Background: an optimization exercise with open tools, aiming at small area, a short achievable clock period and few clock cycles. Do not read the settings as production practice.
In this exercise RTL edits were held to simulation tests only and were not proved equivalent to the original.

Setup of v17:
## muldiv_unit
module muldiv_unit (
    input               clk,
    input               resetn,
    input               req_valid,
    output              req_ready,
    input       [2:0]   req_op,      
    input       [31:0]  req_a,
    input       [31:0]  req_b,
    input       [31:0]  req_hi,      
    input       [31:0]  req_lo,
    output              resp_valid,
    output      [31:0]  resp_hi,
    output      [31:0]  resp_lo
);
    reg         ir_valid;
    reg         ir_div, ir_sa, ir_sb;
    reg [31:0]  ir_a, ir_b, ir_hi, ir_lo;
    reg [16:0]  ir_one, ir_two, ir_neg;
    reg [5:0]   ir_lza, ir_lzb;      
    wire        rq_sgn = !req_op[0];
    wire        rq_sub = req_op[2] && req_op[1];
    wire        rq_sa  = rq_sgn && req_a[31];
    wire        rq_sb  = rq_sgn && req_b[31];
    wire [34:0] rq_bx  = {{2{rq_sb}}, req_b, 1'b0};
    wire        rq_flip = rq_sub ^ rq_sa;       
    reg  [16:0] rq_one, rq_two, rq_neg;
    integer j;
    always @(*) begin
        for (j = 0; j < 17; j = j + 1) begin
            rq_one[j] = rq_bx[2*j+1] ^ rq_bx[2*j];
            rq_two[j] = (rq_bx[2*j+2] & !rq_bx[2*j+1] & !rq_bx[2*j]) |
                        (!rq_bx[2*j+2] & rq_bx[2*j+1] & rq_bx[2*j]);
            rq_neg[j] = rq_bx[2*j+2] ^ rq_flip;
        end
    end
    function [5:0] lzc32;
        input [31:0] v;
        reg   [7:0]  nz4;
        reg   [15:0] l4;         
        reg   [3:0]  nz8;
        reg   [11:0] l8;         
        reg   [1:0]  nz16;
        reg   [7:0]  l16;        
        integer i;
        begin
            for (i = 0; i < 8; i = i + 1) begin
                nz4[i] = |v[4*i +: 4];
                l4[2*i +: 2] = v[4*i+3] ? 2'd0 : v[4*i+2] ? 2'd1 : v[4*i+1] ? 2'd2 : 2'd3;
            end
            for (i = 0; i < 4; i = i + 1) begin
                nz8[i] = nz4[2*i+1] | nz4[2*i];
                l8[3*i +: 3] = nz4[2*i+1] ? {1'b0, l4[4*i+2 +: 2]} : {1'b1, l4[4*i +: 2]};
            end
            for (i = 0; i < 2; i = i + 1) begin
                nz16[i] = nz8[2*i+1] | nz8[2*i];
  ...
For scale: ~6300 cells after synthesis, roughly 69000 µm² of cells after synthesis.
export LEC_CHECK = 0
export CAP_MARGIN = 20
export CORE_MARGIN = 2
export CORE_UTILIZATION = 40
export CTS_CLUSTER_DIAMETER = 100
export CTS_CLUSTER_SIZE = 20
export SLEW_MARGIN = 20
export SYNTH_HIERARCHICAL = 1
export SYNTH_MINIMUM_KEEP_SIZE = 0
create_clock -name core_clock -period 20.0 [get_ports {clk}]
standard.sh (not shown) runs the stock make flow with config.mk's settings and CLKGATE_MAP_FILE= SYNTH_SCRIPT=/design/flow/synth_recipe.tcl, a recipe that flattens the netlist after the stock synthesis.
==> flow/flow/run.sh <==
#!/bin/bash
# The standard layout (standard.sh) with two changes to how it is made:
#  - ORFS's setup repair is asked to leave a larger slack margin: the design's
#    20 ns clock leaves every path with slack, so without a margin the repair
#    never works on the critical paths;
#  - the port buffers that placement inserts on every input and output are
#    plain buffers (buf_4) rather than the slow delay cells it picks by itself.
set -euo pipefail
MARGIN=14
PORTBUF=sky130_fd_sc_hd__buf_4
sed "s|\"\${@:-finish}\"|SETUP_SLACK_MARGIN=$MARGIN 'BUFFER_PORTS_ARGS=-buffer_cell $PORTBUF' \"\${@:-finish}\"|" standard.sh > standard_mod.sh
grep -q "SETUP_SLACK_MARGIN=$MARGIN" standard_mod.sh
bash standard_mod.sh > layout.log 2>&1
Testbench counts of v17, summed over its fixed seeds: cycles 5,290.
What v39 does differently from v17 at the input level:
--- a/flow/design.v
+++ b/flow/design.v
@@ -121,19 +121,18 @@
 module div_sgn (input p, input c_n, output nonneg);
     assign nonneg = p ^ c_n;
 endmodule
 module div_nsel (input iter, input [31:0] st, input [31:0] alt, output [31:0] d);
     assign d = iter ? st : alt;
 endmodule
 module MultDiv (
     input  [31:0] a,
-    input  [16:0] one,
-    input  [16:0] two,
-    input  [16:0] neg,
+    input  [31:0] b,
+    input         flip,    
     input  [63:0] x,
     output [63:0] r0,      
     output [63:0] r1
 );
     wire s1;
     wire c2;
     wire s3;
     wire c4;
@@ -1340,16 +1339,26 @@
     wire s1205;
     wire c1206;
     wire s1207;
     wire c1208;
     wire s1209;
     wire c1210;
     wire s1211;
     wire c1212;
+    wire [34:0] bx = {2'b00, b, 1'b0};
+    wire [16:0] one, two, neg;
+    genvar j;
+    generate
+        for (j = 0; j < 17; j = j + 1) begin : enc
+            assign one[j] = bx[2*j+1] ^ bx[2*j];
+            assign two[j] = (bx[2*j+2] & !bx[2*j+1] & !bx[2*j]) | (!bx[2*j+2] & bx[2*j+1] & bx[2*j]);
+            assign neg[j] = bx[2*j+2] ^ flip;
+        end
+    endgenerate
     wire [34:0] pp_0;
     assign pp_0[0] = ((one[0] & a[0])) ^ neg[0];
     mac_pp u_pp_0_1 (one[0], two[0], neg[0], a[1], a[0], pp_0[1]);
     mac_pp u_pp_0_2 (one[0], two[0], neg[0], a[2], a[1], pp_0[2]);
     mac_pp u_pp_0_3 (one[0], two[0], neg[0], a[3], a[2], pp_0[3]);
     mac_pp u_pp_0_4 (one[0], two[0], neg[0], a[4], a[3], pp_0[4]);
     mac_pp u_pp_0_5 (one[0], two[0], neg[0], a[5], a[4], pp_0[5]);
     mac_pp u_pp_0_6 (one[0], two[0], neg[0], a[6], a[5], pp_0[6]);
@@ -5224,34 +5233,23 @@
     input       [31:0]  req_lo,
     output              resp_valid,
     output      [31:0]  resp_hi,
     output      [31:0]  resp_lo
 );
     reg         ir_valid;
     reg         ir_div, ir_sa, ir_sb;
     reg [31:0]  ir_a, ir_b, ir_hi, ir_lo;
-    reg [16:0]  ir_one, ir_two, ir_neg;
+    reg         ir_flip;             
     reg [5:0]   ir_lza, ir_lzb;      
     wire        rq_sgn = !req_op[0];
     wire        rq_sub = req_op[2] && req_op[1];
     wire        rq_sa  = rq_sgn && req_a[31];
     wire        rq_sb  = rq_sgn && req_b[31];
-    wire [34:0] rq_bx  = {{2{rq_sb}}, req_b, 1'b0};
-    wire        rq_flip = rq_sub ^ rq_sa;       
-    reg  [16:0] rq_one, rq_two, rq_neg;
-    integer j;
-    always @(*) begin
-        for (j = 0; j < 17; j = j + 1) begin
-            rq_one[j] = rq_bx[2*j+1] ^ rq_bx[2*j];
-            rq_two[j] = (rq_bx[2*j+2] & !rq_bx[2*j+1] & !rq_bx[2*j]) |
-                        (!rq_bx[2*j+2] & rq_bx[2*j+1] & rq_bx[2*j]);
-            rq_neg[j] = rq_bx[2*j+2] ^ rq_flip;
-        end
-    end
+    wire        rq_flip = rq_sub ^ rq_sa ^ rq_sb;
     function [5:0] lzc32;
         input [31:0] v;
         reg   [7:0]  nz4;
         reg   [15:0] l4;         
         reg   [3:0]  nz8;
         reg   [11:0] l8;         
         reg   [1:0]  nz16;
         reg   [7:0]  l16;        
@@ -5338,36 +5336,33 @@
     end
     always @(posedge clk) begin
         if (req_ready) begin
             ir_div <= !req_op[2] && req_op[1];
             ir_sa  <= rq_sa;
             ir_sb  <= rq_sb;
             ir_a   <= rq_sa ? rq_na : req_a;
             ir_b   <= rq_sb ? rq_nb : req_b;
-            ir_one <= rq_one;
-            ir_two <= rq_two;
-            ir_neg <= rq_neg;
+            ir_flip <= rq_flip;
             ir_lza <= rq_lza;
             ir_lzb <= rq_lzb;
             ir_hi  <= req_op[2] ? req_hi : 32'd0;
             ir_lo  <= req_op[2] ? req_lo : 32'd0;
         end
         if (mul_issue) begin
             b_r0 <= mac_r0;
             b_r1 <= mac_r1;
         end
         if (b_land)
             e0_res <= mac_res;
     end
     MultDiv u_mac (
         .a   ( ir_a            ),
-        .one ( ir_one          ),
-        .two ( ir_two          ),
-        .neg ( ir_neg          ),
+        .b   ( ir_b            ),
+        .flip( ir_flip         ),
         .x   ( {ir_hi, ir_lo}  ),
         .r0  ( mac_r0          ),
         .r1  ( mac_r1          )
     );
     mac_add64 u_cpa (b_r0, b_r1, 1'b0, mac_res, mac_co, mac_ct, mac_pt);
     Divider16t u_div (
         .clk    ( clk       ),
         .resetn ( resetn    ),
--- outcome ---
From v17 to v39 the numbers moved as follows: number of gates resized after cts went up by 8.1%, fraction of standard cell area that is sequential went down by 1.6 points. Compared with v17, in v39 number of instances in the synthesized netlist saw an increase. On area used by multi-input combinational logic, the higher figure sits with v39, not v17. v39: clock latency reported for the late side of the worst-skew pair is 0.03 ns lower than what v17 reported.
Testbench counts of v39, summed over its fixed seeds: cycles 5,290.

-- afterwards: timing with drivers on the ports --
No port has a modelled driver above. Below, the same layouts with a new extraction and two added sets of constraints. Step 1 (the two cells are an assumption about what drives the block):
set clk [get_ports {clk}]
set_driving_cell -lib_cell sky130_fd_sc_hd__clkbuf_16 $clk
set_driving_cell -lib_cell sky130_fd_sc_hd__buf_2 [delete_from_list [all_inputs] $clk]
Step 2, shift: input delay + t, output delay - t, t = (earliest + latest rising clock arrival at the registers) / 2. This alone moves slack from input paths to output paths. Three values: no drivers, after step 1, after step 2; two values: the first two.
run | t, ns | setup WS [ns] | worst hold slack (ns) | clock arrival spread, ns | worst data-port slew with drivers (ns)
v17 | 0.772 | 14.027 / 13.936 / 13.475 | 0.558 / 0.558 / 0.558 | 0.031 / 0.031 | 0.08
v39 | 0.740 | 13.939 / 13.850 / 13.344 | 0.566 / 0.566 / 0.566 | 0.044 / 0.044 | 0.10
After both steps every run listed still meets setup and hold. The setup slack of v39, which loses most, moves by -0.089 ns with the drivers and by -0.595 ns with both steps.
